Background: an optimization exercise with open tools, aiming at a short achievable clock period and few clock cycles. Do not read the settings as production practice. In this exercise RTL edits were held to simulation tests only and were not proved equivalent to the original.

Setup of old:
// mips_core
module mips_core (
     input  wire        clk,
     input  wire        rst,
     output wire [31:0] i_addr,
     input  wire [31:0] i_instr_in,
     input  wire [31:0] wbm_dat_i,
     input  wire        wbm_ack_i,
     output wire [31:0] wbm_dat_o,
     output wire        wbm_we_o,
     output wire [3:0]  wbm_sel_o,
     output wire [31:0] wbm_adr_o,
     output wire        wbm_cyc_o,
     output wire        wbm_stb_o
);
     localparam OP_R    = 6'd0,
                OP_J    = 6'd2,
                OP_BEQ  = 6'd4,
                OP_ADDI = 6'd8,
                OP_SLTI = 6'd10,
                OP_ANDI = 6'd12,
                OP_ORI  = 6'd13,
                OP_XORI = 6'd14,
                OP_LW   = 6'd35,
                OP_SW   = 6'd43;
     integer i;
     reg  [29:0] pc;                  
     reg  [31:0] fd_ins;
     reg  [29:0] fd_npc;              
     reg  [31:0] fd_rs_oh, fd_rt_oh, fd_rd_oh;  
     reg         fd_r, fd_imm, fd_lw, fd_sw, fd_beq, fd_j;
     reg  [31:0] e_a, e_op2, e_sd;    
     reg  [31:0] e_op2n;              
     reg         e_fa, e_fb, e_fs;    
     reg  [4:0]  e_dest;
     reg         e_wr;                
     reg         e_mem, e_ld, e_ldbusy, e_beq;
     reg  [29:0] e_target;            
     reg         e_and, e_or, e_xor, e_nor;
     reg         s_add_ab, s_add_mb, s_add_am, s_add_mm;
     reg         s_sub_ab, s_sub_mb, s_sub_am;
     reg         s_slt_ab, s_slt_mb, s_slt_am;
     reg  [31:0] m_res, m_resn;       
     reg  [31:0] m_wd;                
     reg  [4:0]  m_dest;
     reg         m_wr;
     reg         o_valid, o_we, o_ld;
     reg  [31:0] o_adr, o_dat;
     reg  [4:0]  o_dest;
  ...
Size in the first run: ~8700 cells after synthesis, about 2100 flip-flops, ~170 I/O pins.
Settings: LEC_CHECK=0, CAP_MARGIN=20, CELL_PAD_IN_SITES_DETAIL_PLACEMENT=1, CORE_MARGIN=2, CORE_UTILIZATION=30, PLACE_DENSITY=0.45, SLEW_MARGIN=20, TNS_END_PERCENT=100; clock period 10.0 ns.
standard.sh (not shown) runs the stock make flow with config.mk's settings and CLKGATE_MAP_FILE= SYNTH_SCRIPT=/design/flow/synth_recipe.tcl, a recipe that flattens the netlist after the stock synthesis.
==> flow/flow/run.sh <==
#!/bin/bash
# The standard ORFS layout (the standard.sh) of the standard synthesis,
# with timing repair aiming further below the unchanged clock period.
# Each tool's output goes to a log file of its own in the work folder.
set -euo pipefail
bash standard.sh synth > synth_tool.log 2>&1
bash standard.sh finish SETUP_SLACK_MARGIN=6.8 > layout_tool.log 2>&1
old completed every stage of the flow, and the final layout passed the timing, DRC and antenna checks.
Testbench counts of old, summed over its fixed seeds: cycles 12,949.
The inputs of new differ from those of old as listed below.
--- a/flow/design.v
+++ b/flow/design.v
@@ -56,15 +56,15 @@
      integer i;
      reg  [29:0] pc;                  
      reg  [31:0] fd_ins;
      reg  [29:0] fd_npc;              
      reg  [31:0] fd_rs_oh, fd_rt_oh, fd_rd_oh;  
      reg         fd_r, fd_imm, fd_lw, fd_sw, fd_beq, fd_j;
      reg  [31:0] e_a, e_op2, e_sd;    
-     reg  [31:0] e_op2n;              
+     reg  [31:0] e_an;                
      reg         e_fa, e_fb, e_fs;    
      reg  [4:0]  e_dest;
      reg         e_wr;                
      reg         e_mem, e_ld, e_ldbusy, e_beq;
      reg  [29:0] e_target;            
      reg         e_and, e_or, e_xor, e_nor;
      reg         s_add_ab, s_add_mb, s_add_am, s_add_mm;
@@ -140,25 +140,27 @@
      wire stall_e = e_mem && q_full;
      wire haz_d   = haz_ld;
      wire stall_d = stall_e | haz_d;
      wire [31:0] x_a   = e_fa ? m_res : e_a;
      wire [31:0] x_b   = e_fb ? m_res : e_op2;
      wire [31:0] x_sd  = e_fs ? m_res : e_sd;
      wire [31:0] sum_ab, sum_mb, sum_am, diff_ab, diff_mb, diff_am;
-     wire        c_ab, c_mb, c_am, nlt_ab, nlt_mb, nlt_am;
+     wire        c_ab, c_mb, c_am;
      wire [31:0] sum_mm  = {m_res[30:0], 1'b0};
      ks_add add_ab (.a(e_a),   .b(e_op2),  .cin(1'b0), .sum(sum_ab),  .cout(c_ab));
      ks_add add_mb (.a(m_res), .b(e_op2),  .cin(1'b0), .sum(sum_mb),  .cout(c_mb));
      ks_add add_am (.a(e_a),   .b(m_res),  .cin(1'b0), .sum(sum_am),  .cout(c_am));
-     ks_add sub_ab (.a(e_a),   .b(e_op2n), .cin(1'b1), .sum(diff_ab), .cout(nlt_ab));
-     ks_add sub_mb (.a(m_res), .b(e_op2n), .cin(1'b1), .sum(diff_mb), .cout(nlt_mb));
-     ks_add sub_am (.a(e_a),   .b(m_resn), .cin(1'b1), .sum(diff_am), .cout(nlt_am));
-     wire        lt_ab   = !nlt_ab;
-     wire        lt_mb   = !nlt_mb;
-     wire        lt_am   = !nlt_am;
+     wire [31:0] ndiff_ab, ndiff_mb, ndiff_am;
+     wire        lt_ab, lt_mb, lt_am;
+     ks_add sub_ab (.a(e_an),   .b(e_op2), .cin(1'b0), .sum(ndiff_ab), .cout(lt_ab));
+     ks_add sub_mb (.a(m_resn), .b(e_op2), .cin(1'b0), .sum(ndiff_mb), .cout(lt_mb));
+     ks_add sub_am (.a(e_an),   .b(m_res), .cin(1'b0), .sum(ndiff_am), .cout(lt_am));
+     assign diff_ab = ~ndiff_ab;
+     assign diff_mb = ~ndiff_mb;
+     assign diff_am = ~ndiff_am;
      wire [31:0] x_addr = e_fa ? sum_mb : sum_ab;
      wire [31:0] x_res = ({32{s_add_ab}} & sum_ab) |
                          ({32{s_add_mb}} & sum_mb) |
                          ({32{s_add_am}} & sum_am) |
                          ({32{s_add_mm}} & sum_mm) |
                          ({32{s_sub_ab}} & diff_ab) |
                          ({32{s_sub_mb}} & diff_mb) |
@@ -245,20 +247,20 @@
                e_beq    <= !haz_d && fd_beq;
           end
      end
      always @(posedge clk) begin
           if (stall_e) begin
                e_a      <= x_a;
                e_op2    <= x_b;
-               e_op2n   <= ~x_b;
+               e_an     <= ~x_a;
                e_sd     <= x_sd;
           end else begin
                e_a      <= d_a;
                e_op2    <= d_op2_imm ? d_se : d_b;
-               e_op2n   <= ~(d_op2_imm ? d_se : d_b);
+               e_an     <= ~d_a;
                e_sd     <= d_b;
                e_dest   <= d_dest;
                e_ld     <= fd_lw;
                e_target <= fd_npc + d_se[29:0];
                s_add_ab <= d_add & !n_fa & !n_fb;
                s_add_mb <= d_add &  n_fa & !n_fb;
                s_add_am <= d_add & !n_fa &  n_fb;
@@ -278,16 +280,15 @@
      always @(posedge clk) begin
           if (rst)
                m_wr <= 1'b0;
           else
                m_wr <= e_wr;
           m_res  <= x_res;
           m_resn <= ~x_res;
-          if (e_wr)
-               m_wd <= x_res;
+          m_wd   <= {32{e_wr}} & x_res;
           m_dest <= e_dest;
      end
      wire q_pop  = o_free && !q_empty;
      wire q_push = e_send && !(o_free && q_empty);
      wire [31:0] e_ldoh = e_ldbusy ? (32'd1 << e_dest) : 32'd0;
      always @(posedge clk) begin
           if (rst) begin
Notes after the runs:
- Looking at final critical-path required period, new sits 0.10 ns above old.
- new vs. old: synthesized cell count increased by 2.9% relative to the old numbers; core footprint closely matched the old numbers; number of distinct library cells after synthesis increased by 3 relative to the old numbers.
- Between old and new, maximum frequency decreased.
Testbench counts of new, summed over its fixed seeds: cycles 12,949.

mips_core, a different RTL version from the one above (not shown whole).
Size: roughly 7,300 cells after synthesis, roughly 2,100 flip-flops, ~170 I/O pins, roughly 100,000 um2 of cells after synthesis.
==> flow/design.v (excerpt) <==
module mips_core (
     input  wire        clk,
     input  wire        rst,
     output wire [31:0] i_addr,
     input  wire [31:0] i_instr_in,
     input  wire [31:0] wbm_dat_i,
     input  wire        wbm_ack_i,
     output wire [31:0] wbm_dat_o,
     output wire        wbm_we_o,
     output wire [3:0]  wbm_sel_o,
     output wire [31:0] wbm_adr_o,
     output wire        wbm_cyc_o,
     output wire        wbm_stb_o
);
clock: 10.0 ns
lec_check: 0
cap_margin: 20
cell_pad_in_sites_detail_placement: 1
core_margin: 2
core_utilization: 30
place_density: 0.4
slew_margin: 20
tns_end_percent: 100
==> flow/flow/run.sh <==
#!/bin/bash
# The standard ORFS layout (the standard.sh) of the standard synthesis,
# with timing repair aiming further below the unchanged clock period.
# Each tool's output goes to a log file of its own in the work folder.
set -euo pipefail
bash standard.sh synth > synth_tool.log 2>&1
bash standard.sh finish SETUP_SLACK_MARGIN=7.5 > layout_tool.log 2>&1
The starting point completed without violations.
Testbench counts at the start, summed over its fixed seeds: cycles 13,150.
==> next run, changes <==
--- a/flow/design.v
+++ b/flow/design.v
@@ -64,22 +64,20 @@
      reg  [4:0]  e_dest;
      reg         e_wr;                
      reg         e_mem, e_ld, e_ldbusy, e_beq;
      reg  [29:0] e_target;            
      reg         e_add, e_sub, e_slt, e_and, e_or, e_xor, e_nor;
      reg  [31:0] m_wd;                
      reg  [4:0]  m_dest;
      reg         m_wr;
      reg         o_valid, o_we, o_ld;
      reg  [31:0] o_adr, o_dat;
-     reg         b_valid, b_we;
-     reg  [31:0] b_adr, b_dat;
      reg  [4:0]  o_dest;
      reg  [31:0] o_ldoh;              
      localparam QN = 4, QB = 2;
      reg  [QN-1:0] q_we;
      reg  [31:0]   q_adr  [0:QN-1];
      reg  [31:0]   q_dat  [0:QN-1];
      reg  [4:0]    q_dest [0:QN-1];
      reg  [31:0]   q_ldoh [0:QN-1];
      reg  [QN-1:0] q_th;              
      reg  [QB-1:0] q_rd, q_wr;
@@ -147,25 +145,25 @@
                          ({32{e_and}} & (e_a & e_op2)) |
                          ({32{e_or }} & (e_a | e_op2)) |
                          ({32{e_xor}} & (e_a ^ e_op2)) |
                          ({32{e_nor}} & ~(e_a | e_op2)) |
                          {31'd0, e_slt & x_lt};
      wire [31:0] x_addr = x_sum;
      wire [31:0] x_sd   = e_sd;
      wire        taken  = e_beq && (e_a == e_op2);
      wire        e_send = e_mem && !q_full;
      wire o_free = !o_valid || wbm_ack_i;
-     assign wbm_cyc_o = b_valid;
-     assign wbm_stb_o = b_valid;
-     assign wbm_we_o  = b_we;
-     assign wbm_adr_o = b_adr;
-     assign wbm_dat_o = b_dat;
+     assign wbm_cyc_o = o_valid;
+     assign wbm_stb_o = o_valid;
+     assign wbm_we_o  = o_we;
+     assign wbm_adr_o = o_adr;
+     assign wbm_dat_o = o_dat;
      assign wbm_sel_o = 4'b1111;
      always @(posedge clk) begin
           if (rst)
                pc <= 30'd0;
           else if (taken)
                pc <= e_target;
           else if (!stall_d) begin
                if (fd_j)
                     pc <= {pc[29:26], fd_ins[25:0]};
                else
@@ -261,33 +259,20 @@
           end
      end
      wire d_go = !stall_e && !haz_d;
      always @(posedge clk) begin
           if (rst)
                busy <= 32'd0;
           else
                busy <= (busy & ~({32{o_valid && wbm_ack_i}} & o_ldoh)) |
                        ((d_go && fd_lw) ? (fd_rt_oh & 32'hFFFF_FFFE) : 32'd0);
      end
-     wire        n_valid = !q_empty | e_send;
-     wire        n_we    = !q_empty ? q_we[q_rd]  : !e_ld;
-     wire [31:0] n_adr   = !q_empty ? q_adr[q_rd] : x_addr;
-     wire [31:0] n_dat   = !q_empty ? q_dat[q_rd] : x_sd;
-     always @(posedge clk) begin
-          if (rst)
-               b_valid <= 1'b0;
-          else
-               b_valid <= o_free ? n_valid : o_valid;
-          b_we  <= o_free ? (n_valid & n_we) : o_we;
-          b_adr <= o_free ? ({32{n_valid}} & n_adr) : o_adr;
-          b_dat <= o_free ? ({32{n_valid}} & n_dat) : o_dat;
-     end
      always @(posedge clk) begin
           if (o_free) begin
                if (!q_empty) begin
                     o_we    <= q_we[q_rd];
                     o_ld    <= |q_ldoh[q_rd];
                     o_ldoh  <= q_ldoh[q_rd];
                     o_adr   <= q_adr[q_rd];
                     o_dat   <= q_dat[q_rd];
                     o_dest  <= q_dest[q_rd];
                end else begin
Result: The new run produced a clean layout. First-iteration DRC count came out lower by 8.5%. Global-route usage came out higher by 0.75 points. Utilization came out lower by 0.31 points. Register-to-register slack hardly moves. Cell count came out lower by 2.5%. Area after synthesis came out lower by 1.8%. Clock skew came out higher by 0.026 ns. Critical path depth is unchanged.
Testbench counts after the change, summed over its fixed seeds: cycles 13,150.

## separate check: timing with driven ports
No port has a modelled driver above. Below, the same layouts with a new extraction and two added sets of constraints.
Step 1 sets driving cells, clkbuf_16 on the clock port and buf_2 on the other inputs (assumed; they add their load-dependent delay and slew).
Step 2 also shifts input and output timing later by t, the mid clock arrival at the registers, as if the neighbouring blocks saw the same clock.
Slacks: ideal ports / drivers / drivers and shift; pairs: ideal ports / drivers.
run | t, ns | setup WS [ns] | worst slew at a driven data input, ns
old | 1.056 | 6.331 / 6.273 / 5.900 | 0.17
new | 1.018 | 6.229 / 6.229 / 6.090 | 0.10
the first run of note 2 | 1.051 | 6.554 / 6.447 / 6.197 | 0.18
the second run of note 2 | 1.044 | 6.490 / 6.377 / 6.385 | 0.08
After both steps every run listed still meets setup and hold. The setup slack of old, which loses most, moves by -0.058 ns with the drivers and by -0.431 ns with both steps.
